From an optimization exercise on the open Yosys and OpenROAD flow, aimed at small area; shortcuts taken in it are not production practice.
In this exercise RTL edits were held to simulation tests only and were not proved equivalent to the original.
Power and IR drop assume default switching activity. No driver is modelled on the clock port, so clocking that relies on it looks cheaper here than on a real chip.

==> flow/design.v (outline; a module is shown in full before it is edited, if it fits) <==
// module LedMatrix: 861 lines
module LedMatrix (
  output     [34:0]   io_col,
  output     [5:0]    io_row,
  input               bus_write,
  input      [6:0]    bus_address,
  input      [31:0]   bus_writeData,
  input               clk,
  input               reset
);
  // ...
==> flow/flow/run.sh <==
#!/bin/bash
# Own flow: the standard layout (standard.sh) with three changes:
#  - synthesis runs flow/synth.tcl, which maps the logic with ABC's &nf area mapper
#    (flow/area.abc); registers are mapped before ABC, exactly as in the standard synthesis;
#  - ports are buffered with sky130_fd_sc_hd__buf_1;
#  - clock tree synthesis runs without dummy loads.
set -euo pipefail
W=$(pwd)
F=$W/flow
export MY_ABC_SCRIPT=$F/area.abc
sed "s#SYNTH_SCRIPT=[^ ]*#SYNTH_SCRIPT=$F/synth.tcl#" standard.sh > "$W/own_standard.sh"
grep -q "SYNTH_SCRIPT=$F/synth.tcl" "$W/own_standard.sh"
CTS="-sink_clustering_enable -repair_clock_nets -sink_clustering_size 30 -sink_clustering_max_diameter 80 -buf_list sky130_fd_sc_hd__clkbuf_16 -dont_use_dummy_load"
bash "$W/own_standard.sh" "CTS_ARGS=$CTS" "BUFFER_PORTS_ARGS=-buffer_cell sky130_fd_sc_hd__buf_1" finish > "$W/flow_make.log" 2>&1
==> flow/flow/area.abc <==
strash
&get -n
&st
&dch -f
&nf -p -a -R 1000
&put
==> flow/flow/synth.tcl <==
# The standard synthesis (synth_recipe.tcl), except that the final technology mapping
# runs ABC with the script named by MY_ABC_SCRIPT instead of ORFS's. Registers are mapped
# before ABC runs, so their names and cells are the standard synthesis's.
proc synth {args} { yosys synth -nofsm -noshare {*}$args }
proc abc {args} {
  set i [lsearch -exact $args -script]
  if {$i >= 0} { set args [lreplace $args $i [expr {$i + 1}] -script $::env(MY_ABC_SCRIPT)] }
  yosys abc {*}$args
}
source $::env(SCRIPTS_DIR)/synth.tcl
# left out here: clear keep_hierarchy, flatten, clean up, hide names made inside functions, write 1_2_yosys.v
==> flow/standard.sh <==
#!/bin/bash
# synth_recipe.tcl (not shown) runs the flow's synth.tcl, then flattens the netlist and writes it again
# the make line also repeats each setting of config.mk as NAME=value (left out here)
make -C /OpenROAD-flow-scripts/flow DESIGN_CONFIG=/design/flow/config.mk WORK_HOME=/design/flow/orfs CLKGATE_MAP_FILE= SYNTH_SCRIPT=/design/flow/synth_recipe.tcl "${@:-finish}"
==> flow/config.mk <==
export PLATFORM = sky130hd
export DESIGN_NAME = LedMatrix
export DESIGN_NICKNAME = LedMatrix
export VERILOG_FILES = /design/flow/design.v
export SDC_FILE = /design/flow/constraint.sdc
export NUM_CORES = 4
export LEC_CHECK = 0
export CAP_MARGIN = 20
export CORE_MARGIN = 2
export CORE_UTILIZATION = 60
export CTS_BUF_LIST = sky130_fd_sc_hd__clkbuf_16
export CTS_CLUSTER_DIAMETER = 80
export CTS_CLUSTER_SIZE = 30
export SLEW_MARGIN = 20
==> flow/constraint.sdc <==
create_clock -name core_clock -period 10.0 [get_ports {clk}]
set_input_delay 2.0000 -clock core_clock [delete_from_list [all_inputs] [get_ports {clk}]]
set_output_delay 2.0000 -clock core_clock [all_outputs]
set_load 0.01 [all_outputs]
==> reports/qor.yml, run 1 <==
routing:
  drtPass1Iterations: 10
  viasPerCell: 7.601
  ant_nets: 0
  met1Wirelength_mm: 67.16
  wl_met3_mm: 17.99
job:
  drv_cap: 0
worst_setup_path:
  cp-endpoint: "io_col[27]"
  cpMostUsedCell: "maj3_1"
  path_class: "flop to output port"
  critPathBufInv: 3
  reg2reg_depth: 4
cts:
  cts_tree: "yes"
  ctsResizeCount: 0
floorplan:
  taps: 1040
  rows: 102
min_path:
  hold_start: "r61[2]"
synthesis:
  yosys_warnings: 1
  synth_top_family_by_area: "compound AO/OA/AOI/OAI gates"
  synthArstFlopShare: 0.02538
  synth_seq_cells: 1379
  synth.avg_cell_area_um2: 10.62
  synth_area_mm2: 0.04689
final_layout:
  mostFrequentLayoutCells: "1,419 x o22ai_1, 1,344 x dfxtp_1, 612 x nand2_1"
  clock_buffers: 53
  drive_above_1_share: 0.04386
power_and_ir_drop:
  p_clk_uw: 2610
  swShare: 0.2423
status:
  outcome: "timing/DRC/antenna clean"
global_routing:
  use_met2: 0.5791
  grt_util_met3: 0.06342
sta:
  rsz0062_at_grt: "false"
==> module LedMatrix, before the edit <==
module LedMatrix (
  output     [34:0]   io_col,
  output     [5:0]    io_row,
  input               bus_write,
  input      [6:0]    bus_address,
  input      [31:0]   bus_writeData,
  input               clk,
  input               reset
);
  reg  [12:0] pwmDiv;
  reg  [9:0]  rowDiv;
  reg  [7:0]  pwmCnt;
  reg  [2:0]  rowCnt;
  wire        pwmTick = (pwmDiv == 13'd5000);
  wire        rowTick = (rowDiv == 10'd833);
  always @(posedge clk or posedge reset) begin
    if (reset) begin
      pwmDiv  <= 13'd0;
      rowDiv  <= 10'd0;
      pwmCnt  <= 8'd0;
      rowCnt  <= 3'd0;
    end else begin
      pwmDiv  <= pwmTick ? 13'd1 : pwmDiv + 13'd1;
      rowDiv  <= rowTick ? 10'd1 : rowDiv + 10'd1;
      if (pwmTick) pwmCnt <= pwmCnt + 8'd1;
      if (rowTick) rowCnt <= (rowCnt == 3'd5) ? 3'd0 : rowCnt + 3'd1;
    end
  end
  reg         ph;
  always @(posedge clk or posedge reset) begin
    if (reset) ph <= 1'b1;
    else       ph <= ~ph;
  end
  wire        clr = (rowDiv == 10'd0);
  wire [23:0] wd = bus_writeData[23:0] ^ {24{ph}};
  reg  [7:0] r0;
  wire        ld0 = bus_write & (bus_address == 7'd0);
  wire        ha0 = ld0 | clr;
  wire        hb0 = ~ld0;
  always @(posedge clk) r0 <= ~((r0 | {8{ha0}}) & (wd[7:0] | {8{hb0}}));
  reg  [7:0] r1;
  wire        ld1 = bus_write & (bus_address == 7'd1);
  wire        ha1 = ld1 | clr;
  wire        hb1 = ~ld1;
  always @(posedge clk) r1 <= ~((r1 | {8{ha1}}) & (wd[7:0] | {8{hb1}}));
  reg  [7:0] r2;
  wire        ld2 = bus_write & (bus_address == 7'd2);
  wire        ha2 = ld2 | clr;
  wire        hb2 = ~ld2;
  always @(posedge clk) r2 <= ~((r2 | {8{ha2}}) & (wd[7:0] | {8{hb2}}));
  reg  [7:0] r3;
  wire        ld3 = bus_write & (bus_address == 7'd3);
  wire        ha3 = ld3 | clr;
  wire        hb3 = ~ld3;
  always @(posedge clk) r3 <= ~((r3 | {8{ha3}}) & (wd[7:0] | {8{hb3}}));
  reg  [7:0] r4;
  wire        ld4 = bus_write & (bus_address == 7'd4);
  wire        ha4 = ld4 | clr;
  wire        hb4 = ~ld4;
  always @(posedge clk) r4 <= ~((r4 | {8{ha4}}) & (wd[7:0] | {8{hb4}}));
  reg  [7:0] r5;
  wire        ld5 = bus_write & (bus_address == 7'd5);
  wire        ha5 = ld5 | clr;
  wire        hb5 = ~ld5;
  always @(posedge clk) r5 <= ~((r5 | {8{ha5}}) & (wd[7:0] | {8{hb5}}));
  reg  [7:0] r6;
  wire        ld6 = bus_write & (bus_address == 7'd6);
  wire        ha6 = ld6 | clr;
  wire        hb6 = ~ld6;
  always @(posedge clk) r6 <= ~((r6 | {8{ha6}}) & (wd[7:0] | {8{hb6}}));
  reg  [7:0] r7;
  wire        ld7 = bus_write & (bus_address == 7'd7);
  wire        ha7 = ld7 | clr;
  wire        hb7 = ~ld7;
  always @(posedge clk) r7 <= ~((r7 | {8{ha7}}) & (wd[7:0] | {8{hb7}}));
  reg  [7:0] r8;
  wire        ld8 = bus_write & (bus_address == 7'd8);
  wire        ha8 = ld8 | clr;
  wire        hb8 = ~ld8;
  always @(posedge clk) r8 <= ~((r8 | {8{ha8}}) & (wd[7:0] | {8{hb8}}));
  reg  [7:0] r9;
  wire        ld9 = bus_write & (bus_address == 7'd9);
  wire        ha9 = ld9 | clr;
  wire        hb9 = ~ld9;
  always @(posedge clk) r9 <= ~((r9 | {8{ha9}}) & (wd[7:0] | {8{hb9}}));
  reg  [7:0] r10;
  wire        ld10 = bus_write & (bus_address == 7'd10);
  wire        ha10 = ld10 | clr;
  wire        hb10 = ~ld10;
  always @(posedge clk) r10 <= ~((r10 | {8{ha10}}) & (wd[7:0] | {8{hb10}}));
  reg  [7:0] r11;
  wire        ld11 = bus_write & (bus_address == 7'd11);
  wire        ha11 = ld11 | clr;
  wire        hb11 = ~ld11;
  always @(posedge clk) r11 <= ~((r11 | {8{ha11}}) & (wd[7:0] | {8{hb11}}));
  reg  [7:0] r12;
  wire        ld12 = bus_write & (bus_address == 7'd12);
  wire        ha12 = ld12 | clr;
  wire        hb12 = ~ld12;
  always @(posedge clk) r12 <= ~((r12 | {8{ha12}}) & (wd[7:0] | {8{hb12}}));
  reg  [7:0] r13;
  wire        ld13 = bus_write & (bus_address == 7'd13);
  wire        ha13 = ld13 | clr;
  wire        hb13 = ~ld13;
  always @(posedge clk) r13 <= ~((r13 | {8{ha13}}) & (wd[7:0] | {8{hb13}}));
  reg  [7:0] r14;
  wire        ld14 = bus_write & (bus_address == 7'd14);
  wire        ha14 = ld14 | clr;
  wire        hb14 = ~ld14;
  always @(posedge clk) r14 <= ~((r14 | {8{ha14}}) & (wd[7:0] | {8{hb14}}));
  reg  [7:0] r15;
  wire        ld15 = bus_write & (bus_address == 7'd15);
  wire        ha15 = ld15 | clr;
  wire        hb15 = ~ld15;
  always @(posedge clk) r15 <= ~((r15 | {8{ha15}}) & (wd[7:0] | {8{hb15}}));
  reg  [7:0] r16;
  wire        ld16 = bus_write & (bus_address == 7'd16);
  wire        ha16 = ld16 | clr;
  wire        hb16 = ~ld16;
  always @(posedge clk) r16 <= ~((r16 | {8{ha16}}) & (wd[7:0] | {8{hb16}}));
  reg  [7:0] r17;
  wire        ld17 = bus_write & (bus_address == 7'd17);
  wire        ha17 = ld17 | clr;
  wire        hb17 = ~ld17;
  always @(posedge clk) r17 <= ~((r17 | {8{ha17}}) & (wd[7:0] | {8{hb17}}));
  reg  [7:0] r18;
  wire        ld18 = bus_write & (bus_address == 7'd18);
  wire        ha18 = ld18 | clr;
  wire        hb18 = ~ld18;
  always @(posedge clk) r18 <= ~((r18 | {8{ha18}}) & (wd[7:0] | {8{hb18}}));
  reg  [7:0] r19;
  wire        ld19 = bus_write & (bus_address == 7'd19);
  wire        ha19 = ld19 | clr;
  wire        hb19 = ~ld19;
  always @(posedge clk) r19 <= ~((r19 | {8{ha19}}) & (wd[7:0] | {8{hb19}}));
  reg  [7:0] r20;
  wire        ld20 = bus_write & (bus_address == 7'd20);
  wire        ha20 = ld20 | clr;
  wire        hb20 = ~ld20;
  always @(posedge clk) r20 <= ~((r20 | {8{ha20}}) & (wd[7:0] | {8{hb20}}));
  reg  [7:0] r21;
  wire        ld21 = bus_write & (bus_address == 7'd21);
  wire        ha21 = ld21 | clr;
  wire        hb21 = ~ld21;
  always @(posedge clk) r21 <= ~((r21 | {8{ha21}}) & (wd[7:0] | {8{hb21}}));
  reg  [7:0] r22;
  wire        ld22 = bus_write & (bus_address == 7'd22);
  wire        ha22 = ld22 | clr;
  wire        hb22 = ~ld22;
  always @(posedge clk) r22 <= ~((r22 | {8{ha22}}) & (wd[7:0] | {8{hb22}}));
  reg  [7:0] r23;
  wire        ld23 = bus_write & (bus_address == 7'd23);
  wire        ha23 = ld23 | clr;
  wire        hb23 = ~ld23;
  always @(posedge clk) r23 <= ~((r23 | {8{ha23}}) & (wd[7:0] | {8{hb23}}));
  reg  [7:0] r24;
  wire        ld24 = bus_write & (bus_address == 7'd24);
  wire        ha24 = ld24 | clr;
  wire        hb24 = ~ld24;
  always @(posedge clk) r24 <= ~((r24 | {8{ha24}}) & (wd[7:0] | {8{hb24}}));
  reg  [7:0] r25;
  wire        ld25 = bus_write & (bus_address == 7'd25);
  wire        ha25 = ld25 | clr;
  wire        hb25 = ~ld25;
  always @(posedge clk) r25 <= ~((r25 | {8{ha25}}) & (wd[7:0] | {8{hb25}}));
  reg  [7:0] r26;
  wire        ld26 = bus_write & (bus_address == 7'd26);
  wire        ha26 = ld26 | clr;
  wire        hb26 = ~ld26;
  always @(posedge clk) r26 <= ~((r26 | {8{ha26}}) & (wd[7:0] | {8{hb26}}));
  reg  [7:0] r27;
  wire        ld27 = bus_write & (bus_address == 7'd27);
  wire        ha27 = ld27 | clr;
  wire        hb27 = ~ld27;
  always @(posedge clk) r27 <= ~((r27 | {8{ha27}}) & (wd[7:0] | {8{hb27}}));
  reg  [7:0] r28;
  wire        ld28 = bus_write & (bus_address == 7'd28);
  wire        ha28 = ld28 | clr;
  wire        hb28 = ~ld28;
  always @(posedge clk) r28 <= ~((r28 | {8{ha28}}) & (wd[7:0] | {8{hb28}}));
  reg  [7:0] r29;
  wire        ld29 = bus_write & (bus_address == 7'd29);
  wire        ha29 = ld29 | clr;
  wire        hb29 = ~ld29;
  always @(posedge clk) r29 <= ~((r29 | {8{ha29}}) & (wd[7:0] | {8{hb29}}));
  reg  [7:0] r30;
  wire        ld30 = bus_write & (bus_address == 7'd30);
  wire        ha30 = ld30 | clr;
  wire        hb30 = ~ld30;
  always @(posedge clk) r30 <= ~((r30 | {8{ha30}}) & (wd[7:0] | {8{hb30}}));
  reg  [7:0] r31;
  wire        ld31 = bus_write & (bus_address == 7'd31);
  wire        ha31 = ld31 | clr;
  wire        hb31 = ~ld31;
  always @(posedge clk) r31 <= ~((r31 | {8{ha31}}) & (wd[7:0] | {8{hb31}}));
  reg  [7:0] r32;
  wire        ld32 = bus_write & (bus_address == 7'd32);
  wire        ha32 = ld32 | clr;
  wire        hb32 = ~ld32;
  always @(posedge clk) r32 <= ~((r32 | {8{ha32}}) & (wd[7:0] | {8{hb32}}));
  reg  [7:0] r33;
  wire        ld33 = bus_write & (bus_address == 7'd33);
  wire        ha33 = ld33 | clr;
  wire        hb33 = ~ld33;
  always @(posedge clk) r33 <= ~((r33 | {8{ha33}}) & (wd[7:0] | {8{hb33}}));
  reg  [7:0] r34;
  wire        ld34 = bus_write & (bus_address == 7'd34);
  wire        ha34 = ld34 | clr;
  wire        hb34 = ~ld34;
  always @(posedge clk) r34 <= ~((r34 | {8{ha34}}) & (wd[7:0] | {8{hb34}}));
  reg  [7:0] r35;
  wire        ld35 = bus_write & (bus_address == 7'd35);
  wire        ha35 = ld35 | clr;
  wire        hb35 = ~ld35;
  always @(posedge clk) r35 <= ~((r35 | {8{ha35}}) & (wd[7:0] | {8{hb35}}));
  reg  [7:0] r36;
  wire        ld36 = bus_write & (bus_address == 7'd36);
  wire        ha36 = ld36 | clr;
  wire        hb36 = ~ld36;
  always @(posedge clk) r36 <= ~((r36 | {8{ha36}}) & (wd[7:0] | {8{hb36}}));
  reg  [7:0] r37;
  wire        ld37 = bus_write & (bus_address == 7'd37);
  wire        ha37 = ld37 | clr;
  wire        hb37 = ~ld37;
  always @(posedge clk) r37 <= ~((r37 | {8{ha37}}) & (wd[7:0] | {8{hb37}}));
  reg  [7:0] r38;
  wire        ld38 = bus_write & (bus_address == 7'd38);
  wire        ha38 = ld38 | clr;
  wire        hb38 = ~ld38;
  always @(posedge clk) r38 <= ~((r38 | {8{ha38}}) & (wd[7:0] | {8{hb38}}));
  reg  [7:0] r39;
  wire        ld39 = bus_write & (bus_address == 7'd39);
  wire        ha39 = ld39 | clr;
  wire        hb39 = ~ld39;
  always @(posedge clk) r39 <= ~((r39 | {8{ha39}}) & (wd[7:0] | {8{hb39}}));
  reg  [7:0] r40;
  wire        ld40 = bus_write & (bus_address == 7'd40);
  wire        ha40 = ld40 | clr;
  wire        hb40 = ~ld40;
  always @(posedge clk) r40 <= ~((r40 | {8{ha40}}) & (wd[7:0] | {8{hb40}}));
  reg  [7:0] r41;
  wire        ld41 = bus_write & (bus_address == 7'd41);
  wire        ha41 = ld41 | clr;
  wire        hb41 = ~ld41;
  always @(posedge clk) r41 <= ~((r41 | {8{ha41}}) & (wd[7:0] | {8{hb41}}));
  reg  [7:0] r42;
  wire        ld42 = bus_write & (bus_address == 7'd42);
  wire        ha42 = ld42 | clr;
  wire        hb42 = ~ld42;
  always @(posedge clk) r42 <= ~((r42 | {8{ha42}}) & (wd[7:0] | {8{hb42}}));
  reg  [7:0] r43;
  wire        ld43 = bus_write & (bus_address == 7'd43);
  wire        ha43 = ld43 | clr;
  wire        hb43 = ~ld43;
  always @(posedge clk) r43 <= ~((r43 | {8{ha43}}) & (wd[7:0] | {8{hb43}}));
  reg  [7:0] r44;
  wire        ld44 = bus_write & (bus_address == 7'd44);
  wire        ha44 = ld44 | clr;
  wire        hb44 = ~ld44;
  always @(posedge clk) r44 <= ~((r44 | {8{ha44}}) & (wd[7:0] | {8{hb44}}));
  reg  [7:0] r45;
  wire        ld45 = bus_write & (bus_address == 7'd45);
  wire        ha45 = ld45 | clr;
  wire        hb45 = ~ld45;
  always @(posedge clk) r45 <= ~((r45 | {8{ha45}}) & (wd[7:0] | {8{hb45}}));
  reg  [7:0] r46;
  wire        ld46 = bus_write & (bus_address == 7'd46);
  wire        ha46 = ld46 | clr;
  wire        hb46 = ~ld46;
  always @(posedge clk) r46 <= ~((r46 | {8{ha46}}) & (wd[7:0] | {8{hb46}}));
  reg  [7:0] r47;
  wire        ld47 = bus_write & (bus_address == 7'd47);
  wire        ha47 = ld47 | clr;
  wire        hb47 = ~ld47;
  always @(posedge clk) r47 <= ~((r47 | {8{ha47}}) & (wd[7:0] | {8{hb47}}));
  reg  [7:0] r48;
  wire        ld48 = bus_write & (bus_address == 7'd48);
  wire        ha48 = ld48 | clr;
  wire        hb48 = ~ld48;
  always @(posedge clk) r48 <= ~((r48 | {8{ha48}}) & (wd[7:0] | {8{hb48}}));
  reg  [7:0] r49;
  wire        ld49 = bus_write & (bus_address == 7'd49);
  wire        ha49 = ld49 | clr;
  wire        hb49 = ~ld49;
  always @(posedge clk) r49 <= ~((r49 | {8{ha49}}) & (wd[7:0] | {8{hb49}}));
  reg  [7:0] r50;
  wire        ld50 = bus_write & (bus_address == 7'd50);
  wire        ha50 = ld50 | clr;
  wire        hb50 = ~ld50;
  always @(posedge clk) r50 <= ~((r50 | {8{ha50}}) & (wd[7:0] | {8{hb50}}));
  reg  [7:0] r51;
  wire        ld51 = bus_write & (bus_address == 7'd51);
  wire        ha51 = ld51 | clr;
  wire        hb51 = ~ld51;
  always @(posedge clk) r51 <= ~((r51 | {8{ha51}}) & (wd[7:0] | {8{hb51}}));
  reg  [7:0] r52;
  wire        ld52 = bus_write & (bus_address == 7'd52);
  wire        ha52 = ld52 | clr;
  wire        hb52 = ~ld52;
  always @(posedge clk) r52 <= ~((r52 | {8{ha52}}) & (wd[7:0] | {8{hb52}}));
  reg  [7:0] r53;
  wire        ld53 = bus_write & (bus_address == 7'd53);
  wire        ha53 = ld53 | clr;
  wire        hb53 = ~ld53;
  always @(posedge clk) r53 <= ~((r53 | {8{ha53}}) & (wd[7:0] | {8{hb53}}));
  reg  [7:0] r54;
  wire        ld54 = bus_write & (bus_address == 7'd54);
  wire        ha54 = ld54 | clr;
  wire        hb54 = ~ld54;
  always @(posedge clk) r54 <= ~((r54 | {8{ha54}}) & (wd[7:0] | {8{hb54}}));
  reg  [7:0] r55;
  wire        ld55 = bus_write & (bus_address == 7'd55);
  wire        ha55 = ld55 | clr;
  wire        hb55 = ~ld55;
  always @(posedge clk) r55 <= ~((r55 | {8{ha55}}) & (wd[7:0] | {8{hb55}}));
  reg  [7:0] r56;
  wire        ld56 = bus_write & (bus_address == 7'd56);
  wire        ha56 = ld56 | clr;
  wire        hb56 = ~ld56;
  always @(posedge clk) r56 <= ~((r56 | {8{ha56}}) & (wd[7:0] | {8{hb56}}));
  reg  [7:0] r57;
  wire        ld57 = bus_write & (bus_address == 7'd57);
  wire        ha57 = ld57 | clr;
  wire        hb57 = ~ld57;
  always @(posedge clk) r57 <= ~((r57 | {8{ha57}}) & (wd[7:0] | {8{hb57}}));
  reg  [7:0] r58;
  wire        ld58 = bus_write & (bus_address == 7'd58);
  wire        ha58 = ld58 | clr;
  wire        hb58 = ~ld58;
  always @(posedge clk) r58 <= ~((r58 | {8{ha58}}) & (wd[7:0] | {8{hb58}}));
  reg  [7:0] r59;
  wire        ld59 = bus_write & (bus_address == 7'd59);
  wire        ha59 = ld59 | clr;
  wire        hb59 = ~ld59;
  always @(posedge clk) r59 <= ~((r59 | {8{ha59}}) & (wd[7:0] | {8{hb59}}));
  reg  [7:0] r60;
  wire        ld60 = bus_write & (bus_address == 7'd60);
  wire        ha60 = ld60 | clr;
  wire        hb60 = ~ld60;
  always @(posedge clk) r60 <= ~((r60 | {8{ha60}}) & (wd[7:0] | {8{hb60}}));
  reg  [7:0] r61;
  wire        ld61 = bus_write & (bus_address == 7'd61);
  wire        ha61 = ld61 | clr;
  wire        hb61 = ~ld61;
  always @(posedge clk) r61 <= ~((r61 | {8{ha61}}) & (wd[7:0] | {8{hb61}}));
  reg  [7:0] r62;
  wire        ld62 = bus_write & (bus_address == 7'd62);
  wire        ha62 = ld62 | clr;
  wire        hb62 = ~ld62;
  always @(posedge clk) r62 <= ~((r62 | {8{ha62}}) & (wd[7:0] | {8{hb62}}));
  reg  [7:0] r63;
  wire        ld63 = bus_write & (bus_address == 7'd63);
  wire        ha63 = ld63 | clr;
  wire        hb63 = ~ld63;
  always @(posedge clk) r63 <= ~((r63 | {8{ha63}}) & (wd[7:0] | {8{hb63}}));
  reg  [7:0] r64;
  wire        ld64 = bus_write & (bus_address == 7'd64);
  wire        ha64 = ld64 | clr;
  wire        hb64 = ~ld64;
  always @(posedge clk) r64 <= ~((r64 | {8{ha64}}) & (wd[7:0] | {8{hb64}}));
  reg  [7:0] r65;
  wire        ld65 = bus_write & (bus_address == 7'd65);
  wire        ha65 = ld65 | clr;
  wire        hb65 = ~ld65;
  always @(posedge clk) r65 <= ~((r65 | {8{ha65}}) & (wd[7:0] | {8{hb65}}));
  reg  [7:0] r66;
  wire        ld66 = bus_write & (bus_address == 7'd66);
  wire        ha66 = ld66 | clr;
  wire        hb66 = ~ld66;
  always @(posedge clk) r66 <= ~((r66 | {8{ha66}}) & (wd[7:0] | {8{hb66}}));
  reg  [7:0] r67;
  wire        ld67 = bus_write & (bus_address == 7'd67);
  wire        ha67 = ld67 | clr;
  wire        hb67 = ~ld67;
  always @(posedge clk) r67 <= ~((r67 | {8{ha67}}) & (wd[7:0] | {8{hb67}}));
  reg  [7:0] r68;
  wire        ld68 = bus_write & (bus_address == 7'd68);
  wire        ha68 = ld68 | clr;
  wire        hb68 = ~ld68;
  always @(posedge clk) r68 <= ~((r68 | {8{ha68}}) & (wd[7:0] | {8{hb68}}));
  reg  [7:0] r69;
  wire        ld69 = bus_write & (bus_address == 7'd69);
  wire        ha69 = ld69 | clr;
  wire        hb69 = ~ld69;
  always @(posedge clk) r69 <= ~((r69 | {8{ha69}}) & (wd[7:0] | {8{hb69}}));
  reg  [7:0] r70;
  wire        ld70 = bus_write & (bus_address == 7'd70);
  wire        ha70 = ld70 | clr;
  wire        hb70 = ~ld70;
  always @(posedge clk) r70 <= ~((r70 | {8{ha70}}) & (wd[7:0] | {8{hb70}}));
  reg  [7:0] r71;
  wire        ld71 = bus_write & (bus_address == 7'd71);
  wire        ha71 = ld71 | clr;
  wire        hb71 = ~ld71;
  always @(posedge clk) r71 <= ~((r71 | {8{ha71}}) & (wd[7:0] | {8{hb71}}));
  reg  [7:0] r72;
  wire        ld72 = bus_write & (bus_address == 7'd72);
  wire        ha72 = ld72 | clr;
  wire        hb72 = ~ld72;
  always @(posedge clk) r72 <= ~((r72 | {8{ha72}}) & (wd[7:0] | {8{hb72}}));
  reg  [15:0] r73;
  wire        ld73 = bus_write & (bus_address == 7'd73);
  wire        ha73 = ld73 | clr;
  wire        hb73 = ~ld73;
  always @(posedge clk) r73 <= ~((r73 | {16{ha73}}) & (wd[15:0] | {16{hb73}}));
  reg  [23:0] r74;
  wire        ld74 = bus_write & (bus_address == 7'd74);
  wire        ha74 = ld74 | clr;
  wire        hb74 = ~ld74;
  always @(posedge clk) r74 <= ~((r74 | {24{ha74}}) & (wd[23:0] | {24{hb74}}));
  reg  [23:0] r75;
  wire        ld75 = bus_write & (bus_address == 7'd75);
  wire        ha75 = ld75 | clr;
  wire        hb75 = ~ld75;
  always @(posedge clk) r75 <= ~((r75 | {24{ha75}}) & (wd[23:0] | {24{hb75}}));
  reg  [23:0] r76;
  wire        ld76 = bus_write & (bus_address == 7'd76);
  wire        ha76 = ld76 | clr;
  wire        hb76 = ~ld76;
  always @(posedge clk) r76 <= ~((r76 | {24{ha76}}) & (wd[23:0] | {24{hb76}}));
  reg  [23:0] r77;
  wire        ld77 = bus_write & (bus_address == 7'd77);
  wire        ha77 = ld77 | clr;
  wire        hb77 = ~ld77;
  always @(posedge clk) r77 <= ~((r77 | {24{ha77}}) & (wd[23:0] | {24{hb77}}));
  reg  [23:0] r78;
  wire        ld78 = bus_write & (bus_address == 7'd78);
  wire        ha78 = ld78 | clr;
  wire        hb78 = ~ld78;
  always @(posedge clk) r78 <= ~((r78 | {24{ha78}}) & (wd[23:0] | {24{hb78}}));
  reg  [23:0] r79;
  wire        ld79 = bus_write & (bus_address == 7'd79);
  wire        ha79 = ld79 | clr;
  wire        hb79 = ~ld79;
  always @(posedge clk) r79 <= ~((r79 | {24{ha79}}) & (wd[23:0] | {24{hb79}}));
  reg  [23:0] r80;
  wire        ld80 = bus_write & (bus_address == 7'd80);
  wire        ha80 = ld80 | clr;
  wire        hb80 = ~ld80;
  always @(posedge clk) r80 <= ~((r80 | {24{ha80}}) & (wd[23:0] | {24{hb80}}));
  reg  [23:0] r81;
  wire        ld81 = bus_write & (bus_address == 7'd81);
  wire        ha81 = ld81 | clr;
  wire        hb81 = ~ld81;
  always @(posedge clk) r81 <= ~((r81 | {24{ha81}}) & (wd[23:0] | {24{hb81}}));
  reg  [23:0] r82;
  wire        ld82 = bus_write & (bus_address == 7'd82);
  wire        ha82 = ld82 | clr;
  wire        hb82 = ~ld82;
  always @(posedge clk) r82 <= ~((r82 | {24{ha82}}) & (wd[23:0] | {24{hb82}}));
  reg  [23:0] r83;
  wire        ld83 = bus_write & (bus_address == 7'd83);
  wire        ha83 = ld83 | clr;
  wire        hb83 = ~ld83;
  always @(posedge clk) r83 <= ~((r83 | {24{ha83}}) & (wd[23:0] | {24{hb83}}));
  reg  [23:0] r84;
  wire        ld84 = bus_write & (bus_address == 7'd84);
  wire        ha84 = ld84 | clr;
  wire        hb84 = ~ld84;
  always @(posedge clk) r84 <= ~((r84 | {24{ha84}}) & (wd[23:0] | {24{hb84}}));
  reg  [23:0] r85;
  wire        ld85 = bus_write & (bus_address == 7'd85);
  wire        ha85 = ld85 | clr;
  wire        hb85 = ~ld85;
  always @(posedge clk) r85 <= ~((r85 | {24{ha85}}) & (wd[23:0] | {24{hb85}}));
  reg  [23:0] r86;
  wire        ld86 = bus_write & (bus_address == 7'd86);
  wire        ha86 = ld86 | clr;
  wire        hb86 = ~ld86;
  always @(posedge clk) r86 <= ~((r86 | {24{ha86}}) & (wd[23:0] | {24{hb86}}));
  reg  [23:0] r87;
  wire        ld87 = bus_write & (bus_address == 7'd87);
  wire        ha87 = ld87 | clr;
  wire        hb87 = ~ld87;
  always @(posedge clk) r87 <= ~((r87 | {24{ha87}}) & (wd[23:0] | {24{hb87}}));
  reg  [23:0] r88;
  wire        ld88 = bus_write & (bus_address == 7'd88);
  wire        ha88 = ld88 | clr;
  wire        hb88 = ~ld88;
  always @(posedge clk) r88 <= ~((r88 | {24{ha88}}) & (wd[23:0] | {24{hb88}}));
  reg  [23:0] r89;
  wire        ld89 = bus_write & (bus_address == 7'd89);
  wire        ha89 = ld89 | clr;
  wire        hb89 = ~ld89;
  always @(posedge clk) r89 <= ~((r89 | {24{ha89}}) & (wd[23:0] | {24{hb89}}));
  reg  [23:0] r90;
  wire        ld90 = bus_write & (bus_address == 7'd90);
  wire        ha90 = ld90 | clr;
  wire        hb90 = ~ld90;
  always @(posedge clk) r90 <= ~((r90 | {24{ha90}}) & (wd[23:0] | {24{hb90}}));
  reg  [23:0] r91;
  wire        ld91 = bus_write & (bus_address == 7'd91);
  wire        ha91 = ld91 | clr;
  wire        hb91 = ~ld91;
  always @(posedge clk) r91 <= ~((r91 | {24{ha91}}) & (wd[23:0] | {24{hb91}}));
  reg  [23:0] r92;
  wire        ld92 = bus_write & (bus_address == 7'd92);
  wire        ha92 = ld92 | clr;
  wire        hb92 = ~ld92;
  always @(posedge clk) r92 <= ~((r92 | {24{ha92}}) & (wd[23:0] | {24{hb92}}));
  reg  [23:0] r93;
  wire        ld93 = bus_write & (bus_address == 7'd93);
  wire        ha93 = ld93 | clr;
  wire        hb93 = ~ld93;
  always @(posedge clk) r93 <= ~((r93 | {24{ha93}}) & (wd[23:0] | {24{hb93}}));
  reg  [23:0] r94;
  wire        ld94 = bus_write & (bus_address == 7'd94);
  wire        ha94 = ld94 | clr;
  wire        hb94 = ~ld94;
  always @(posedge clk) r94 <= ~((r94 | {24{ha94}}) & (wd[23:0] | {24{hb94}}));
  reg  [23:0] r95;
  wire        ld95 = bus_write & (bus_address == 7'd95);
  wire        ha95 = ld95 | clr;
  wire        hb95 = ~ld95;
  always @(posedge clk) r95 <= ~((r95 | {24{ha95}}) & (wd[23:0] | {24{hb95}}));
  reg  [23:0] r96;
  wire        ld96 = bus_write & (bus_address == 7'd96);
  wire        ha96 = ld96 | clr;
  wire        hb96 = ~ld96;
  always @(posedge clk) r96 <= ~((r96 | {24{ha96}}) & (wd[23:0] | {24{hb96}}));
  reg  [23:0] r97;
  wire        ld97 = bus_write & (bus_address == 7'd97);
  wire        ha97 = ld97 | clr;
  wire        hb97 = ~ld97;
  always @(posedge clk) r97 <= ~((r97 | {24{ha97}}) & (wd[23:0] | {24{hb97}}));
  reg  [23:0] r98;
  wire        ld98 = bus_write & (bus_address == 7'd98);
  wire        ha98 = ld98 | clr;
  wire        hb98 = ~ld98;
  always @(posedge clk) r98 <= ~((r98 | {24{ha98}}) & (wd[23:0] | {24{hb98}}));
  reg  [23:0] r99;
  wire        ld99 = bus_write & (bus_address == 7'd99);
  wire        ha99 = ld99 | clr;
  wire        hb99 = ~ld99;
  always @(posedge clk) r99 <= ~((r99 | {24{ha99}}) & (wd[23:0] | {24{hb99}}));
  reg  [23:0] r100;
  wire        ld100 = bus_write & (bus_address == 7'd100);
  wire        ha100 = ld100 | clr;
  wire        hb100 = ~ld100;
  always @(posedge clk) r100 <= ~((r100 | {24{ha100}}) & (wd[23:0] | {24{hb100}}));
  reg  [23:0] r101;
  wire        ld101 = bus_write & (bus_address == 7'd101);
  wire        ha101 = ld101 | clr;
  wire        hb101 = ~ld101;
  always @(posedge clk) r101 <= ~((r101 | {24{ha101}}) & (wd[23:0] | {24{hb101}}));
  reg  [23:0] r102;
  wire        ld102 = bus_write & (bus_address == 7'd102);
  wire        ha102 = ld102 | clr;
  wire        hb102 = ~ld102;
  always @(posedge clk) r102 <= ~((r102 | {24{ha102}}) & (wd[23:0] | {24{hb102}}));
  reg  [23:0] r103;
  wire        ld103 = bus_write & (bus_address == 7'd103);
  wire        ha103 = ld103 | clr;
  wire        hb103 = ~ld103;
  always @(posedge clk) r103 <= ~((r103 | {24{ha103}}) & (wd[23:0] | {24{hb103}}));
  reg  [7:0] r104;
  wire        ld104 = bus_write & (bus_address == 7'd104);
  wire        ha104 = ld104 | clr;
  wire        hb104 = ~ld104;
  always @(posedge clk) r104 <= ~((r104 | {8{ha104}}) & (wd[7:0] | {8{hb104}}));
  reg  [7:0] r105;
  wire        ld105 = bus_write & (bus_address == 7'd105);
  wire        ha105 = ld105 | clr;
  wire        hb105 = ~ld105;
  always @(posedge clk) r105 <= ~((r105 | {8{ha105}}) & (wd[7:0] | {8{hb105}}));
  reg  [7:0] r106;
  wire        ld106 = bus_write & (bus_address == 7'd106);
  wire        ha106 = ld106 | clr;
  wire        hb106 = ~ld106;
  always @(posedge clk) r106 <= ~((r106 | {8{ha106}}) & (wd[7:0] | {8{hb106}}));
  wire [5:0]  rs;
  assign rs[0] = (rowCnt == 3'd0);
  assign rs[1] = (rowCnt == 3'd1);
  assign rs[2] = (rowCnt == 3'd2);
  assign rs[3] = (rowCnt == 3'd3);
  assign rs[4] = (rowCnt == 3'd4);
  assign rs[5] = (rowCnt == 3'd5);
  assign io_row = ~rs;
  wire [7:0]  pm = pwmCnt ^ {8{~ph}};
  wire        cin = ~ph;
  wire [7:0]  x0 = ({8{rs[0]}} & r0[7:0]) | ({8{rs[1]}} & r13[7:0]) | ({8{rs[2]}} & r27[7:0]) | ({8{rs[3]}} & r41[7:0]) | ({8{rs[4]}} & r54[7:0]) | ({8{rs[5]}} & r66[7:0]);
  wire [8:0]  c0;
  assign c0[0] = cin;
  genvar g0;
  generate for (g0 = 0; g0 < 8; g0 = g0 + 1) begin : ch0
    assign c0[g0+1] = (pm[g0] & x0[g0]) | (pm[g0] & c0[g0]) | (x0[g0] & c0[g0]);
  end endgenerate
  assign io_col[0] = (c0[8] ^ cin);
  wire [7:0]  x1 = ({8{rs[1]}} & r14[7:0]) | ({8{rs[2]}} & r28[7:0]) | ({8{rs[3]}} & r42[7:0]) | ({8{rs[4]}} & r55[7:0]) | ({8{rs[5]}} & r67[7:0]);
  wire [8:0]  c1;
  assign c1[0] = cin;
  genvar g1;
  generate for (g1 = 0; g1 < 8; g1 = g1 + 1) begin : ch1
    assign c1[g1+1] = (pm[g1] & x1[g1]) | (pm[g1] & c1[g1]) | (x1[g1] & c1[g1]);
  end endgenerate
  assign io_col[1] = (c1[8] ^ cin) | rs[0];
  wire [7:0]  x2 = ({8{rs[0]}} & r1[7:0]) | ({8{rs[1]}} & r15[7:0]) | ({8{rs[2]}} & r29[7:0]) | ({8{rs[3]}} & r43[7:0]) | ({8{rs[4]}} & r56[7:0]) | ({8{rs[5]}} & r68[7:0]);
  wire [8:0]  c2;
  assign c2[0] = cin;
  genvar g2;
  generate for (g2 = 0; g2 < 8; g2 = g2 + 1) begin : ch2
    assign c2[g2+1] = (pm[g2] & x2[g2]) | (pm[g2] & c2[g2]) | (x2[g2] & c2[g2]);
  end endgenerate
  assign io_col[2] = (c2[8] ^ cin);
  wire [7:0]  x3 = ({8{rs[0]}} & r2[7:0]) | ({8{rs[1]}} & r16[7:0]) | ({8{rs[2]}} & r30[7:0]) | ({8{rs[3]}} & r44[7:0]) | ({8{rs[4]}} & r57[7:0]);
  wire [8:0]  c3;
  assign c3[0] = cin;
  genvar g3;
  generate for (g3 = 0; g3 < 8; g3 = g3 + 1) begin : ch3
    assign c3[g3+1] = (pm[g3] & x3[g3]) | (pm[g3] & c3[g3]) | (x3[g3] & c3[g3]);
  end endgenerate
  assign io_col[3] = (c3[8] ^ cin) | rs[5];
  wire [7:0]  x4 = ({8{rs[0]}} & r3[7:0]) | ({8{rs[1]}} & r17[7:0]) | ({8{rs[2]}} & r31[7:0]) | ({8{rs[3]}} & r45[7:0]) | ({8{rs[4]}} & r58[7:0]);
  wire [8:0]  c4;
  assign c4[0] = cin;
  genvar g4;
  generate for (g4 = 0; g4 < 8; g4 = g4 + 1) begin : ch4
    assign c4[g4+1] = (pm[g4] & x4[g4]) | (pm[g4] & c4[g4]) | (x4[g4] & c4[g4]);
  end endgenerate
  assign io_col[4] = (c4[8] ^ cin) | rs[5];
  wire [7:0]  x5 = ({8{rs[0]}} & r4[7:0]) | ({8{rs[1]}} & r18[7:0]) | ({8{rs[2]}} & r32[7:0]) | ({8{rs[3]}} & r46[7:0]) | ({8{rs[4]}} & r59[7:0]) | ({8{rs[5]}} & r69[7:0]);
  wire [8:0]  c5;
  assign c5[0] = cin;
  genvar g5;
  generate for (g5 = 0; g5 < 8; g5 = g5 + 1) begin : ch5
    assign c5[g5+1] = (pm[g5] & x5[g5]) | (pm[g5] & c5[g5]) | (x5[g5] & c5[g5]);
  end endgenerate
  assign io_col[5] = (c5[8] ^ cin);
  wire [7:0]  x6 = ({8{rs[0]}} & r5[7:0]) | ({8{rs[1]}} & r19[7:0]) | ({8{rs[2]}} & r33[7:0]) | ({8{rs[3]}} & r47[7:0]) | ({8{rs[4]}} & r60[7:0]);
  wire [8:0]  c6;
  assign c6[0] = cin;
  genvar g6;
  generate for (g6 = 0; g6 < 8; g6 = g6 + 1) begin : ch6
    assign c6[g6+1] = (pm[g6] & x6[g6]) | (pm[g6] & c6[g6]) | (x6[g6] & c6[g6]);
  end endgenerate
  assign io_col[6] = (c6[8] ^ cin) | rs[5];
  wire [7:0]  x7 = ({8{rs[0]}} & r6[7:0]) | ({8{rs[1]}} & r20[7:0]) | ({8{rs[2]}} & r34[7:0]) | ({8{rs[3]}} & r48[7:0]) | ({8{rs[4]}} & r61[7:0]);
  wire [8:0]  c7;
  assign c7[0] = cin;
  genvar g7;
  generate for (g7 = 0; g7 < 8; g7 = g7 + 1) begin : ch7
    assign c7[g7+1] = (pm[g7] & x7[g7]) | (pm[g7] & c7[g7]) | (x7[g7] & c7[g7]);
  end endgenerate
  assign io_col[7] = (c7[8] ^ cin) | rs[5];
  wire [7:0]  x8 = ({8{rs[0]}} & r7[7:0]) | ({8{rs[1]}} & r21[7:0]) | ({8{rs[2]}} & r35[7:0]) | ({8{rs[3]}} & r49[7:0]) | ({8{rs[4]}} & r62[7:0]);
  wire [8:0]  c8;
  assign c8[0] = cin;
  genvar g8;
  generate for (g8 = 0; g8 < 8; g8 = g8 + 1) begin : ch8
    assign c8[g8+1] = (pm[g8] & x8[g8]) | (pm[g8] & c8[g8]) | (x8[g8] & c8[g8]);
  end endgenerate
  assign io_col[8] = (c8[8] ^ cin) | rs[5];
  wire [7:0]  x9 = ({8{rs[0]}} & r8[7:0]) | ({8{rs[1]}} & r22[7:0]) | ({8{rs[2]}} & r36[7:0]) | ({8{rs[3]}} & r50[7:0]) | ({8{rs[4]}} & r63[7:0]) | ({8{rs[5]}} & r70[7:0]);
  wire [8:0]  c9;
  assign c9[0] = cin;
  genvar g9;
  generate for (g9 = 0; g9 < 8; g9 = g9 + 1) begin : ch9
    assign c9[g9+1] = (pm[g9] & x9[g9]) | (pm[g9] & c9[g9]) | (x9[g9] & c9[g9]);
  end endgenerate
  assign io_col[9] = (c9[8] ^ cin);
  wire [7:0]  x10 = ({8{rs[0]}} & r9[7:0]) | ({8{rs[1]}} & r23[7:0]) | ({8{rs[2]}} & r37[7:0]) | ({8{rs[3]}} & r51[7:0]) | ({8{rs[4]}} & r64[7:0]) | ({8{rs[5]}} & r71[7:0]);
  wire [8:0]  c10;
  assign c10[0] = cin;
  genvar g10;
  generate for (g10 = 0; g10 < 8; g10 = g10 + 1) begin : ch10
    assign c10[g10+1] = (pm[g10] & x10[g10]) | (pm[g10] & c10[g10]) | (x10[g10] & c10[g10]);
  end endgenerate
  assign io_col[10] = (c10[8] ^ cin);
  wire [7:0]  x11 = ({8{rs[0]}} & r10[7:0]) | ({8{rs[1]}} & r24[7:0]) | ({8{rs[2]}} & r38[7:0]) | ({8{rs[3]}} & r52[7:0]) | ({8{rs[5]}} & r73[15:8]);
  wire [8:0]  c11;
  assign c11[0] = cin;
  genvar g11;
  generate for (g11 = 0; g11 < 8; g11 = g11 + 1) begin : ch11
    assign c11[g11+1] = (pm[g11] & x11[g11]) | (pm[g11] & c11[g11]) | (x11[g11] & c11[g11]);
  end endgenerate
  assign io_col[11] = (c11[8] ^ cin) | rs[4];
  wire [7:0]  x12 = ({8{rs[0]}} & r11[7:0]) | ({8{rs[1]}} & r25[7:0]) | ({8{rs[2]}} & r39[7:0]) | ({8{rs[5]}} & r73[7:0]);
  wire [8:0]  c12;
  assign c12[0] = cin;
  genvar g12;
  generate for (g12 = 0; g12 < 8; g12 = g12 + 1) begin : ch12
    assign c12[g12+1] = (pm[g12] & x12[g12]) | (pm[g12] & c12[g12]) | (x12[g12] & c12[g12]);
  end endgenerate
  assign io_col[12] = (c12[8] ^ cin) | rs[3] | rs[4];
  wire [7:0]  x13 = ({8{rs[0]}} & r12[7:0]) | ({8{rs[1]}} & r26[7:0]) | ({8{rs[2]}} & r40[7:0]) | ({8{rs[3]}} & r53[7:0]) | ({8{rs[4]}} & r65[7:0]) | ({8{rs[5]}} & r72[7:0]);
  wire [8:0]  c13;
  assign c13[0] = cin;
  genvar g13;
  generate for (g13 = 0; g13 < 8; g13 = g13 + 1) begin : ch13
    assign c13[g13+1] = (pm[g13] & x13[g13]) | (pm[g13] & c13[g13]) | (x13[g13] & c13[g13]);
  end endgenerate
  assign io_col[13] = (c13[8] ^ cin);
  wire [7:0]  x14 = ({8{rs[0]}} & r74[23:16]) | ({8{rs[1]}} & r77[23:16]) | ({8{rs[2]}} & r84[23:16]) | ({8{rs[5]}} & r98[23:16]);
  wire [8:0]  c14;
  assign c14[0] = cin;
  genvar g14;
  generate for (g14 = 0; g14 < 8; g14 = g14 + 1) begin : ch14
    assign c14[g14+1] = (pm[g14] & x14[g14]) | (pm[g14] & c14[g14]) | (x14[g14] & c14[g14]);
  end endgenerate
  assign io_col[14] = (c14[8] ^ cin) | rs[3] | rs[4];
  wire [7:0]  x15 = ({8{rs[0]}} & r74[15:8]) | ({8{rs[1]}} & r77[15:8]) | ({8{rs[2]}} & r84[15:8]) | ({8{rs[5]}} & r98[15:8]);
  wire [8:0]  c15;
  assign c15[0] = cin;
  genvar g15;
  generate for (g15 = 0; g15 < 8; g15 = g15 + 1) begin : ch15
    assign c15[g15+1] = (pm[g15] & x15[g15]) | (pm[g15] & c15[g15]) | (x15[g15] & c15[g15]);
  end endgenerate
  assign io_col[15] = (c15[8] ^ cin) | rs[3] | rs[4];
  wire [7:0]  x16 = ({8{rs[0]}} & r74[7:0]) | ({8{rs[1]}} & r77[7:0]) | ({8{rs[2]}} & r84[7:0]) | ({8{rs[5]}} & r98[7:0]);
  wire [8:0]  c16;
  assign c16[0] = cin;
  genvar g16;
  generate for (g16 = 0; g16 < 8; g16 = g16 + 1) begin : ch16
    assign c16[g16+1] = (pm[g16] & x16[g16]) | (pm[g16] & c16[g16]) | (x16[g16] & c16[g16]);
  end endgenerate
  assign io_col[16] = (c16[8] ^ cin) | rs[3] | rs[4];
  wire [7:0]  x17 = ({8{rs[0]}} & r75[23:16]) | ({8{rs[1]}} & r78[23:16]) | ({8{rs[2]}} & r85[23:16]) | ({8{rs[4]}} & r94[23:16]) | ({8{rs[5]}} & r99[23:16]);
  wire [8:0]  c17;
  assign c17[0] = cin;
  genvar g17;
  generate for (g17 = 0; g17 < 8; g17 = g17 + 1) begin : ch17
    assign c17[g17+1] = (pm[g17] & x17[g17]) | (pm[g17] & c17[g17]) | (x17[g17] & c17[g17]);
  end endgenerate
  assign io_col[17] = (c17[8] ^ cin) | rs[3];
  wire [7:0]  x18 = ({8{rs[0]}} & r75[15:8]) | ({8{rs[1]}} & r78[15:8]) | ({8{rs[2]}} & r85[15:8]) | ({8{rs[4]}} & r94[15:8]) | ({8{rs[5]}} & r99[15:8]);
  wire [8:0]  c18;
  assign c18[0] = cin;
  genvar g18;
  generate for (g18 = 0; g18 < 8; g18 = g18 + 1) begin : ch18
    assign c18[g18+1] = (pm[g18] & x18[g18]) | (pm[g18] & c18[g18]) | (x18[g18] & c18[g18]);
  end endgenerate
  assign io_col[18] = (c18[8] ^ cin) | rs[3];
  wire [7:0]  x19 = ({8{rs[0]}} & r75[7:0]) | ({8{rs[1]}} & r78[7:0]) | ({8{rs[2]}} & r85[7:0]) | ({8{rs[4]}} & r94[7:0]) | ({8{rs[5]}} & r99[7:0]);
  wire [8:0]  c19;
  assign c19[0] = cin;
  genvar g19;
  generate for (g19 = 0; g19 < 8; g19 = g19 + 1) begin : ch19
    assign c19[g19+1] = (pm[g19] & x19[g19]) | (pm[g19] & c19[g19]) | (x19[g19] & c19[g19]);
  end endgenerate
  assign io_col[19] = (c19[8] ^ cin) | rs[3];
  wire [7:0]  x20 = ({8{rs[0]}} & r76[23:16]) | ({8{rs[1]}} & r79[23:16]) | ({8{rs[2]}} & r86[23:16]) | ({8{rs[5]}} & r100[23:16]);
  wire [8:0]  c20;
  assign c20[0] = cin;
  genvar g20;
  generate for (g20 = 0; g20 < 8; g20 = g20 + 1) begin : ch20
    assign c20[g20+1] = (pm[g20] & x20[g20]) | (pm[g20] & c20[g20]) | (x20[g20] & c20[g20]);
  end endgenerate
  assign io_col[20] = (c20[8] ^ cin) | rs[3] | rs[4];
  wire [7:0]  x21 = ({8{rs[0]}} & r76[15:8]) | ({8{rs[1]}} & r79[15:8]) | ({8{rs[2]}} & r86[15:8]) | ({8{rs[5]}} & r100[15:8]);
  wire [8:0]  c21;
  assign c21[0] = cin;
  genvar g21;
  generate for (g21 = 0; g21 < 8; g21 = g21 + 1) begin : ch21
    assign c21[g21+1] = (pm[g21] & x21[g21]) | (pm[g21] & c21[g21]) | (x21[g21] & c21[g21]);
  end endgenerate
  assign io_col[21] = (c21[8] ^ cin) | rs[3] | rs[4];
  wire [7:0]  x22 = ({8{rs[0]}} & r76[7:0]) | ({8{rs[1]}} & r79[7:0]) | ({8{rs[2]}} & r86[7:0]) | ({8{rs[5]}} & r100[7:0]);
  wire [8:0]  c22;
  assign c22[0] = cin;
  genvar g22;
  generate for (g22 = 0; g22 < 8; g22 = g22 + 1) begin : ch22
    assign c22[g22+1] = (pm[g22] & x22[g22]) | (pm[g22] & c22[g22]) | (x22[g22] & c22[g22]);
  end endgenerate
  assign io_col[22] = (c22[8] ^ cin) | rs[3] | rs[4];
  wire [7:0]  x23 = ({8{rs[1]}} & r80[23:16]) | ({8{rs[2]}} & r87[23:16]) | ({8{rs[3]}} & r91[23:16]) | ({8{rs[4]}} & r95[23:16]) | ({8{rs[5]}} & r101[23:16]);
  wire [8:0]  c23;
  assign c23[0] = cin;
  genvar g23;
  generate for (g23 = 0; g23 < 8; g23 = g23 + 1) begin : ch23
    assign c23[g23+1] = (pm[g23] & x23[g23]) | (pm[g23] & c23[g23]) | (x23[g23] & c23[g23]);
  end endgenerate
  assign io_col[23] = (c23[8] ^ cin) | rs[0];
  wire [7:0]  x24 = ({8{rs[1]}} & r80[15:8]) | ({8{rs[2]}} & r87[15:8]) | ({8{rs[3]}} & r91[15:8]) | ({8{rs[4]}} & r95[15:8]) | ({8{rs[5]}} & r101[15:8]);
  wire [8:0]  c24;
  assign c24[0] = cin;
  genvar g24;
  generate for (g24 = 0; g24 < 8; g24 = g24 + 1) begin : ch24
    assign c24[g24+1] = (pm[g24] & x24[g24]) | (pm[g24] & c24[g24]) | (x24[g24] & c24[g24]);
  end endgenerate
  assign io_col[24] = (c24[8] ^ cin) | rs[0];
  wire [7:0]  x25 = ({8{rs[1]}} & r80[7:0]) | ({8{rs[2]}} & r87[7:0]) | ({8{rs[3]}} & r91[7:0]) | ({8{rs[4]}} & r95[7:0]) | ({8{rs[5]}} & r101[7:0]);
  wire [8:0]  c25;
  assign c25[0] = cin;
  genvar g25;
  generate for (g25 = 0; g25 < 8; g25 = g25 + 1) begin : ch25
    assign c25[g25+1] = (pm[g25] & x25[g25]) | (pm[g25] & c25[g25]) | (x25[g25] & c25[g25]);
  end endgenerate
  assign io_col[25] = (c25[8] ^ cin) | rs[0];
  wire [7:0]  x26 = ({8{rs[1]}} & r81[23:16]) | ({8{rs[2]}} & r88[23:16]) | ({8{rs[3]}} & r92[23:16]) | ({8{rs[4]}} & r96[23:16]);
  wire [8:0]  c26;
  assign c26[0] = cin;
  genvar g26;
  generate for (g26 = 0; g26 < 8; g26 = g26 + 1) begin : ch26
    assign c26[g26+1] = (pm[g26] & x26[g26]) | (pm[g26] & c26[g26]) | (x26[g26] & c26[g26]);
  end endgenerate
  assign io_col[26] = (c26[8] ^ cin) | rs[0] | rs[5];
  wire [7:0]  x27 = ({8{rs[1]}} & r81[15:8]) | ({8{rs[2]}} & r88[15:8]) | ({8{rs[3]}} & r92[15:8]) | ({8{rs[4]}} & r96[15:8]);
  wire [8:0]  c27;
  assign c27[0] = cin;
  genvar g27;
  generate for (g27 = 0; g27 < 8; g27 = g27 + 1) begin : ch27
    assign c27[g27+1] = (pm[g27] & x27[g27]) | (pm[g27] & c27[g27]) | (x27[g27] & c27[g27]);
  end endgenerate
  assign io_col[27] = (c27[8] ^ cin) | rs[0] | rs[5];
  wire [7:0]  x28 = ({8{rs[0]}} & r104[7:0]) | ({8{rs[1]}} & r81[7:0]) | ({8{rs[2]}} & r88[7:0]) | ({8{rs[3]}} & r92[7:0]) | ({8{rs[4]}} & r96[7:0]);
  wire [8:0]  c28;
  assign c28[0] = cin;
  genvar g28;
  generate for (g28 = 0; g28 < 8; g28 = g28 + 1) begin : ch28
    assign c28[g28+1] = (pm[g28] & x28[g28]) | (pm[g28] & c28[g28]) | (x28[g28] & c28[g28]);
  end endgenerate
  assign io_col[28] = (c28[8] ^ cin) | rs[5];
  wire [7:0]  x29 = ({8{rs[1]}} & r82[23:16]) | ({8{rs[2]}} & r89[23:16]) | ({8{rs[3]}} & r93[23:16]) | ({8{rs[4]}} & r97[23:16]) | ({8{rs[5]}} & r102[23:16]);
  wire [8:0]  c29;
  assign c29[0] = cin;
  genvar g29;
  generate for (g29 = 0; g29 < 8; g29 = g29 + 1) begin : ch29
    assign c29[g29+1] = (pm[g29] & x29[g29]) | (pm[g29] & c29[g29]) | (x29[g29] & c29[g29]);
  end endgenerate
  assign io_col[29] = (c29[8] ^ cin) | rs[0];
  wire [7:0]  x30 = ({8{rs[1]}} & r82[15:8]) | ({8{rs[2]}} & r89[15:8]) | ({8{rs[3]}} & r93[15:8]) | ({8{rs[4]}} & r97[15:8]) | ({8{rs[5]}} & r102[15:8]);
  wire [8:0]  c30;
  assign c30[0] = cin;
  genvar g30;
  generate for (g30 = 0; g30 < 8; g30 = g30 + 1) begin : ch30
    assign c30[g30+1] = (pm[g30] & x30[g30]) | (pm[g30] & c30[g30]) | (x30[g30] & c30[g30]);
  end endgenerate
  assign io_col[30] = (c30[8] ^ cin) | rs[0];
  wire [7:0]  x31 = ({8{rs[0]}} & r105[7:0]) | ({8{rs[1]}} & r82[7:0]) | ({8{rs[2]}} & r89[7:0]) | ({8{rs[3]}} & r93[7:0]) | ({8{rs[4]}} & r97[7:0]) | ({8{rs[5]}} & r102[7:0]);
  wire [8:0]  c31;
  assign c31[0] = cin;
  genvar g31;
  generate for (g31 = 0; g31 < 8; g31 = g31 + 1) begin : ch31
    assign c31[g31+1] = (pm[g31] & x31[g31]) | (pm[g31] & c31[g31]) | (x31[g31] & c31[g31]);
  end endgenerate
  assign io_col[31] = (c31[8] ^ cin);
  wire [7:0]  x32 = ({8{rs[1]}} & r83[23:16]) | ({8{rs[2]}} & r90[23:16]) | ({8{rs[5]}} & r103[23:16]);
  wire [8:0]  c32;
  assign c32[0] = cin;
  genvar g32;
  generate for (g32 = 0; g32 < 8; g32 = g32 + 1) begin : ch32
    assign c32[g32+1] = (pm[g32] & x32[g32]) | (pm[g32] & c32[g32]) | (x32[g32] & c32[g32]);
  end endgenerate
  assign io_col[32] = (c32[8] ^ cin) | rs[0] | rs[3] | rs[4];
  wire [7:0]  x33 = ({8{rs[1]}} & r83[15:8]) | ({8{rs[2]}} & r90[15:8]) | ({8{rs[5]}} & r103[15:8]);
  wire [8:0]  c33;
  assign c33[0] = cin;
  genvar g33;
  generate for (g33 = 0; g33 < 8; g33 = g33 + 1) begin : ch33
    assign c33[g33+1] = (pm[g33] & x33[g33]) | (pm[g33] & c33[g33]) | (x33[g33] & c33[g33]);
  end endgenerate
  assign io_col[33] = (c33[8] ^ cin) | rs[0] | rs[3] | rs[4];
  wire [7:0]  x34 = ({8{rs[0]}} & r106[7:0]) | ({8{rs[1]}} & r83[7:0]) | ({8{rs[2]}} & r90[7:0]) | ({8{rs[5]}} & r103[7:0]);
  wire [8:0]  c34;
  assign c34[0] = cin;
  genvar g34;
  generate for (g34 = 0; g34 < 8; g34 = g34 + 1) begin : ch34
    assign c34[g34+1] = (pm[g34] & x34[g34]) | (pm[g34] & c34[g34]) | (x34[g34] & c34[g34]);
  end endgenerate
  assign io_col[34] = (c34[8] ^ cin) | rs[3] | rs[4];
endmodule
==> run 2: changes to the inputs <==
--- a/flow/design.v
+++ b/flow/design.v
@@ -12,8 +12,10 @@
   reg  [9:0]  rowDiv;
   reg  [7:0]  pwmCnt;
   reg  [2:0]  rowCnt;
-  wire        pwmTick = (pwmDiv == 13'd5000);
-  wire        rowTick = (rowDiv == 10'd833);
+  wire        pwmTick = (pwmDiv == 13'd3458);
+  wire        rowTick = (rowDiv == 10'd473);
+  wire        pwmFb = ~(pwmDiv[12] ^ pwmDiv[3] ^ pwmDiv[2] ^ pwmDiv[0]);
+  wire        rowFb = ~(rowDiv[9] ^ rowDiv[6]);
   always @(posedge clk or posedge reset) begin
     if (reset) begin
       pwmDiv  <= 13'd0;
@@ -21,8 +23,8 @@
       pwmCnt  <= 8'd0;
       rowCnt  <= 3'd0;
     end else begin
-      pwmDiv  <= pwmTick ? 13'd1 : pwmDiv + 13'd1;
-      rowDiv  <= rowTick ? 10'd1 : rowDiv + 10'd1;
+      pwmDiv  <= pwmTick ? 13'd1 : {pwmDiv[11:0], pwmFb};
+      rowDiv  <= rowTick ? 10'd1 : {rowDiv[8:0], rowFb};
       if (pwmTick) pwmCnt <= pwmCnt + 8'd1;
       if (rowTick) rowCnt <= (rowCnt == 3'd5) ? 3'd0 : rowCnt + 3'd1;
     end
==> flow/config.mk (replaced) <==
export PLATFORM = sky130hd
export DESIGN_NAME = LedMatrix
export DESIGN_NICKNAME = LedMatrix
export VERILOG_FILES = /design/flow/design.v
export SDC_FILE = /design/flow/constraint.sdc
export NUM_CORES = 4
export LEC_CHECK = 0
export CAP_MARGIN = 5
export CORE_MARGIN = 2
export CORE_UTILIZATION = 75
export CTS_BUF_LIST = sky130_fd_sc_hd__clkbuf_16
export CTS_CLUSTER_DIAMETER = 80
export CTS_CLUSTER_SIZE = 30
export SLEW_MARGIN = 5
==> reports/qor.yml, run 2 <==
cts:
  path_clk_slew_ps: 110
  cts_buffers: 52
  post_cts_buffers: 0
  hold_buffers: 0
  cts_tree: "yes"
  cts-root-buf: "clkbuf_16"
  clock_latency_ps: 680
  cts.sinks: 1379
  h-tree-depth: 2
  clockBufferDepth: 3
  ctsResizeCount: 0  # unchanged
placed_design:
  hpwl_mm: 84.78
  port_buffers: 74
  dp_slack_ps: 3000
  gp_congestion: 0.9092
  placed_area_mm2: 0.04938
worst_setup_path:
  timing.rr.start: "ph"
  path_cells: "clkinv_1 -> nor2_4 -> buf_4 -> a31oi_1 -> a21oi_1 -> o21ai_0 -> maj3_1 -> maj3_1 -> maj3_1 -> maj3_1 -> maj3_1 -> xnor2_1 -> nand2_1 -> buf_1"
  path_class: "flop to output port"
  worstSetupStartpointType: "flop"
  worstPathMaxFanout: 37
  required_ps: 8000
  worstSetupEndpointType: "output port"
  r2r_end: "r91[2]"
  reg2reg_slack_ps: 5600
  reg2reg_depth: 5  # +1
  crit_arrival_ps: 5890
  crit_path_top_delay_cell: "dfstp_4"
  slowest_delay_ps: 1050
  cpMostUsedCell: "maj3_1"
synthesis:
  synthCells: 4373
  synthArstFlopShare: 0.02538  # unchanged
  synth_edf_count: 0
  synth_area_leaders: "dfxtp_1 58%, o22ai_1 19%, a222oi_1 7.1%"
  synth_seq_cells: 1379  # unchanged
  yosys.cell_count.top_type: "o22ai_1"
  ys_types: 37
  synth.avg_cell_area_um2: 10.67  # +0.49%
  seq_area_frac_synth: 0.5955
  synth_nets: 4417
  synth.top_cell.area_share: 0.5767
  synth_area_mm2: 0.04665  # -0.51%
  synth_commonest_cells: "1,411 x o22ai_1, 1,344 x dfxtp_1, 602 x nand2_1, 329 x a222oi_1, 136 x a22oi_1"
  synth_top_area_cell: "dfxtp_1"
  synthFlopType: "dfxtp_1"
  yosys_warnings: 1  # unchanged
sta:
  slew_headroom: 0.1199
  holdWs_ps: 404.7
  rsz0062_at_grt: "false"
  worst_slew_pin_slew_ps: 1320
  setup_viol: 0
  period_needed_ps: 7893
  fmax_ghz: 0.1267
  hold_viol: 0
  post-route-period-util: 0.7893
  drv_slew: 0
  layout_setup_ws_ps: 2107
  finClkSkew_ps: 38.62
global_routing:
  grt_usage: 0.4676
  grt-ovfl-total: 0
  grt_start_max_net_pins: 131
  grt_pass1_vias: 41440
  antenna_found_initial: 2
  grt_pass1_wl_mm: 235.6
routing:
  route.vias.total: 44360
  drc: 0
  wl_per_cell_um: 28.76
  routed_wl_mm: 156.1
  ant_nets: 0  # unchanged
  initialDrtViolationCount: 9724
  drtPass1Iterations: 11  # +1
  viasPerCell: 8.173  # +7.5%
final_layout:
  area_delta_synth_final_pct: 8.647
  mostFrequentLayoutCells: "1,411 x o22ai_1, 1,344 x dfxtp_1, 602 x nand2_1"
  drive_above_1_share: 0.04338  # -0.0004781
  nets: 4633
  layout_commonest_cell: "o22ai_1"
  design_area_mm2: 0.05069
power_and_ir_drop:
  vdd_drop_max_v: 0.0001948
  p_leak_uw: 0.01889
  p_per_area_mw_per_mm2: 190.4
min_path:
  holdPathStages: 0
  min_to: "rowDiv[2]"
  hold_start: "rowDiv[1]"
  hold_class: "flop to flop"
status:
  outcome: "timing/DRC/antenna clean"
floorplan:
  core-area_mm2: 0.06160
  die_y_um: 253.4
  fp.dieW_um: 253.4
  initial_core_util: 0.7574
  rows: 91  # -11%
  dieArea_mm2: 0.06422
  io-pin-count: 83
job:
  drv_cap: 0  # unchanged
==> run 2: changes by cell type in the layout (fill, tap and decap cells not counted), sizes merged, moves of 8 or more <==
cell	delta
nor2	-10
o22ai	-8
buf	-9
nand2	-11
nor3	-9
nor2b	+11
maj3	+10
a22oi	+8
==> run 2: how the worst max path moves through the flow <==
stage	start	end	slack [ps]	depth (start not counted)
after floorplan	rowCnt[1]	io_col[8]	-180	12
after global placement	ph	io_col[21]	3020	14
after detailed placement	ph	io_col[21]	3000	14
after CTS	ph	io_col[21]	2290	14
after global routing	ph	io_col[21]	1990	14
final	ph	io_col[21]	2110	14
==> run 2: power by group <==
group	internal, µW	total [µW]	switching, µW	leakage, µW
Sequential	6100	6450	342	0.0124
Clock	938	2560	1620	0.000641
Combinational	267	646	379	0.00582
Total	7310	9650	2340	0.0189
==> run 2: logic make-up (layout without fill, tap and decap cells) <==
family | after synthesis | count (layout) | share of synthesized area
xor+xnor | 68 | 68 | 0.01277
fa+ha+maj | 74 | 74 | 0.01598
compound gates | 2103 | 2103 | 0.3113
buf+inv | 19 | 233 | 0.001529
flops | 1379 | 1379 | 0.5955
other cells | 0 | 3 | 0
simple gates | 729 | 729 | 0.06265
mux | 1 | 1 | 0.0002414
==> run 2: routing by layer <==
layer / part of all wire / global-route usage / up-vias
met5: 0.000090 / 0 / -
met4: 0.063 / 0.2676 / 2
met3: 0.14 / 0.1074 / 683
met2: 0.43 / 0.7057 / 3900
met1: 0.36 / 0.6210 / 21080
li1: - / - / 18690
==> run 2: layout make-up <==
cell class	instances	area [µm²]
tap	837	1047
multi-input combinational	2975	19400
timing repair buffer	172	1101
sequential	1379	27790
fill	3840	10910
clock buffer	52	1301
inverter	9	33.78
antenna	3	7.507
==> run 2: critical path, delay by kind of cell, from the launching register on <==
kind,cells,cell delay [ps]
AND/OR/NAND/NOR,2,790
adder cells (fa/ha/maj),5,1860
AO/OA/AOI/OAI,3,330
XOR/XNOR,1,150
buffers and inverters,3,1020
flip-flops,1,1050
==> run 2: stage by stage <==
step,power (µW),std cells,TNS [ps],util
after CTS,9573,5424,0,0.8228
after global placement,7084,5372,0,0.8016
after floorplan,6898,4373,-182.9,-
after detailed placement,7158,5372,0,0.8016
after global routing,9896,5424,0,0.8228
final,9650,5427,0,0.8229

## re-timing with driven ports
No port has a modelled driver above. Below, the same layouts with a new extraction and two added sets of constraints. Step 1 assumes that a clkbuf_16 drives the clock port and a buf_2 every other input. Step 2 times the ports against the registers' clock, not the clock port: input delays grow and output delays shrink by t, the midpoint of the rising clock arrivals with the driver on. a / b / c = ideal / step 1 / step 2; a / b = the first two.
| run | t, ns | setup WS [ns] | pins driven straight from the clock port |
|---|---|---|---|
| run 1 | 0.738 | 1.827 / 1.758 / 2.496 | 1 |
| run 2 | 0.716 | 2.107 / 2.039 / 2.755 | 1 |
After both steps every run listed still meets setup and hold.
